From an optimization exercise on the open Yosys and OpenROAD flow, aimed at small area; shortcuts taken in it are not production practice.
Function was checked by simulation only, so behaviour that the tests miss may differ from the original.
Power figures rest on the tool's default switching activity, not on a simulated workload.

// top
module top #(parameter n = 16, parameter k = 8)
(
  input clk,
  input rstn,
  input  [n * k - 1 : 0] in,
  output [n * k - 1 : 0] out
);
clock: 4.0 ns
lec_check: 0
cap_margin: 20
core_margin: 2
core_utilization: 40
slew_margin: 20
standard.sh (not shown) runs the stock make flow with config.mk's settings and CLKGATE_MAP_FILE= SYNTH_SCRIPT=/design/flow/synth_recipe.tcl, a recipe that flattens the netlist after the stock synthesis.
==> flow/flow/run.sh <==
#!/bin/bash
# Standard synthesis and layout, with these changes to how the layout is made:
#  - after synthesis, 2:1 mux cells that share a select are rewritten as
#    o22a/o22ai cells with one inverter per select (muxrw.py);
#  - the ports are buffered with the smallest buffer;
#  - clock tree synthesis adds no dummy loads;
#  - after placement repair, gates with slack are downsized, then slew and
#    capacitance are repaired again (post_resize.tcl).
set -euo pipefail
F=$(pwd)/flow
R=orfs/results/sky130hd/top/base
export BUFFER_PORTS_ARGS="-buffer_cell sky130_fd_sc_hd__buf_1"
export CTS_ARGS="-sink_clustering_enable -repair_clock_nets -dont_use_dummy_load"
export POST_RESIZE_TCL=$F/post_resize.tcl
bash standard.sh synth > synth.log 2>&1
cp $R/1_2_yosys.v $R/1_2_yosys.std.v
python3 $F/muxrw.py $R/1_2_yosys.std.v $R/1_2_yosys.v > muxrw.log 2>&1
rm -f $R/1_synth.odb
bash standard.sh synth > synth_odb.log 2>&1
bash standard.sh finish > layout.log 2>&1
Other scripts of this flow, unchanged in this note and not shown: flow/flow/muxrw.py, flow/flow/post_resize.tcl
Then changed:
--- a/flow/flow/run.sh
+++ b/flow/flow/run.sh
@@ -12,3 +12,3 @@
 export BUFFER_PORTS_ARGS="-buffer_cell sky130_fd_sc_hd__buf_1"
-export CTS_ARGS="-sink_clustering_enable -repair_clock_nets -dont_use_dummy_load"
+export CTS_ARGS="-sink_clustering_enable -repair_clock_nets -dont_use_dummy_load -sink_clustering_size 32 -sink_clustering_max_diameter 60 -buf_list {sky130_fd_sc_hd__clkbuf_16}"
 export POST_RESIZE_TCL=$F/post_resize.tcl
- count of clock-buffer cells in the layout is lower by 63
- clock power is lower by 21%
- power is lower by about 5%
- first-iteration DRC count is higher by about 0.8%
- non-clock buffer count is unchanged
- sequential power stays flat
- cell area is lower by 2.4%
- register-to-register slack improved by 0.02 ns
- worst setup slack got worse by 0.13 ns
- fmax is lower by about 3.6%
- clock skew is lower by 0.0064 ns
Then changed:
--- a/flow/flow/run.sh
+++ b/flow/flow/run.sh
@@ -12,3 +12,3 @@
 export BUFFER_PORTS_ARGS="-buffer_cell sky130_fd_sc_hd__buf_1"
-export CTS_ARGS="-sink_clustering_enable -repair_clock_nets -dont_use_dummy_load -sink_clustering_size 32 -sink_clustering_max_diameter 60 -buf_list {sky130_fd_sc_hd__clkbuf_16}"
+export CTS_ARGS="-sink_clustering_enable -repair_clock_nets -dont_use_dummy_load -sink_clustering_size 30 -sink_clustering_max_diameter 80 -buf_list {sky130_fd_sc_hd__clkbuf_8 sky130_fd_sc_hd__clkbuf_16}"
 export POST_RESIZE_TCL=$F/post_resize.tcl
=> Cell area drops slightly. Die area stays the same. Wire length is lower slightly. Clock-buffer cell count went down by 43. Cell count falls slightly. Setup slack improved by 0.015 ns. Clock skew barely changes. Synthesized cell count is unchanged. First-iteration DRC count drops slightly. Utilization came out lower by 0.74 points. Power fell by a few percent.
Then changed:
--- a/flow/flow/run.sh
+++ b/flow/flow/run.sh
@@ -12,3 +12,3 @@
 export BUFFER_PORTS_ARGS="-buffer_cell sky130_fd_sc_hd__buf_1"
-export CTS_ARGS="-sink_clustering_enable -repair_clock_nets -dont_use_dummy_load -sink_clustering_size 30 -sink_clustering_max_diameter 80 -buf_list {sky130_fd_sc_hd__clkbuf_8 sky130_fd_sc_hd__clkbuf_16}"
+export CTS_ARGS="-sink_clustering_enable -repair_clock_nets -dont_use_dummy_load -buf_list {sky130_fd_sc_hd__clkbuf_4 sky130_fd_sc_hd__clkbuf_8}"
 export POST_RESIZE_TCL=$F/post_resize.tcl
Power rose by a little under a tenth. Hold slack got worse by 0.14 ns. Wire length went up by a few percent. Combinational power is about the same. Sequential power is about the same. Via count rose by a few percent. Cell area rises by a few percent.
Then changed:
--- a/flow/flow/run.sh
+++ b/flow/flow/run.sh
@@ -12,3 +12,3 @@
 export BUFFER_PORTS_ARGS="-buffer_cell sky130_fd_sc_hd__buf_1"
-export CTS_ARGS="-sink_clustering_enable -repair_clock_nets -dont_use_dummy_load -buf_list {sky130_fd_sc_hd__clkbuf_4 sky130_fd_sc_hd__clkbuf_8}"
+export CTS_ARGS="-sink_clustering_enable -repair_clock_nets -dont_use_dummy_load -sink_clustering_size 34 -sink_clustering_max_diameter 80 -buf_list {sky130_fd_sc_hd__clkbuf_16}"
 export POST_RESIZE_TCL=$F/post_resize.tcl
Outcome: Final area shrinks by 3.6%. Die area is unchanged. Setup slack improves by 0.10 ns. Routed wire length shrinks by 2.8%. First-iteration DRC count grows by 8.1%. Clock-buffer cell count shrinks by 241. Clock power shrinks by 31%.

========
== run a ==
Starting RTL as in the previous note.
==> flow/config.mk <==
export PLATFORM = sky130hd
export DESIGN_NAME = top
export DESIGN_NICKNAME = top
export VERILOG_FILES = /design/flow/design.v
export SDC_FILE = /design/flow/constraint.sdc
export NUM_CORES = 4
export LEC_CHECK = 0
export CAP_MARGIN = 20
export CORE_MARGIN = 2
export CORE_UTILIZATION = 40
export SLEW_MARGIN = 20
==> flow/constraint.sdc <==
create_clock -name core_clock -period 4.0 [get_ports {clk}]
set_input_delay 0.8000 -clock core_clock [delete_from_list [all_inputs] [get_ports {clk}]]
set_output_delay 0.8000 -clock core_clock [all_outputs]
set_load 0.01 [all_outputs]
==> flow/flow/run.sh <==
#!/bin/bash
# Standard synthesis and layout, with three changes to how the layout is made:
# the ports are buffered with the smallest buffer, clock tree synthesis adds
# no dummy loads, and global routing downsizes gates that have timing slack.
set -euo pipefail
export BUFFER_PORTS_ARGS="-buffer_cell sky130_fd_sc_hd__buf_1"
export CTS_ARGS="-sink_clustering_enable -repair_clock_nets -dont_use_dummy_load"
export RECOVER_POWER=100
bash standard.sh finish > flow_make.log 2>&1
What the final checks of run a revealed, after a flow that finished every stage, was a layout that fails on capacitance limit, slew limit.
What run b does differently from run a at the input level:
==> flow/run.sh (new file) <==
#!/bin/bash
# synth_recipe.tcl (not shown) runs the flow's synth.tcl, then flattens the netlist and writes it again
# the make line also repeats each setting of config.mk as NAME=value (left out here)
make -C /OpenROAD-flow-scripts/flow DESIGN_CONFIG=/design/flow/config.mk WORK_HOME=/design/flow/orfs CLKGATE_MAP_FILE= SYNTH_SCRIPT=/design/flow/synth_recipe.tcl finish
removed: flow/flow/run.sh
removed: flow/standard.sh
Notes after the runs:
Among run a and run b, a clean, completed layout was produced by run b alone. Run a: all stages done; final checks FAILED (capacitance limit, slew limit). Clock power (higher): run b. In run b relative to run a, wire length on met2 had gone up slightly. Fmax: higher on run a. Power is lower on run a. When the final numbers for run a and run b were put side by side, the worst hold slack turned out to be smaller in run b. Share of power burned in registers, run a and run b: higher on run a. Run b -> run a: met2 demand-to-capacity share in global routing flat. Final weighted congestion in routability-driven placement: run b vs run a down 0.023.

[what the ideal ports hide]
How much do the figures lean on ideal ports? The routed layouts below were timed once more, with nothing changed but the port constraints. Step 1 sets driving cells, clkbuf_16 on the clock port and buf_2 on the other inputs (assumed; they add their load-dependent delay and slew). Step 2 also shifts input and output timing later by t, the mid clock arrival at the registers, as if the neighbouring blocks saw the same clock. a / b / c = no drivers / after step 1 / after step 2; a / b = the first two.
run	t (ns)	slack for setup (ns)	hold WS [ns]	worst setup path after step 2	worst slew at a driven data input, ns
the first run of note 1	0.843	0.464 / 0.390 / 0.877	0.247 / 0.242 / 0.247	input to register	0.09
the second run of note 1	0.820	0.334 / 0.258 / 0.882	0.274 / 0.258 / 0.274	input to register	0.09
the third run of note 1	0.759	0.349 / 0.272 / 0.903	0.253 / 0.253 / 0.253	input to register	0.09
the fourth run of note 1	1.025	0.274 / 0.202 / 0.856	0.110 / 0.081 / 0.263	input to register	0.09
the fifth run of note 1	0.750	0.378 / 0.303 / 0.872	0.258 / 0.258 / 0.258	input to register	0.09
run a	0.864	0.605 / 0.526 / 1.033	0.251 / 0.205 / 0.251	register to register	0.07
run b	0.879	0.253 / 0.177 / 1.057	0.200 / 0.163 / 0.305	register to output	0.06
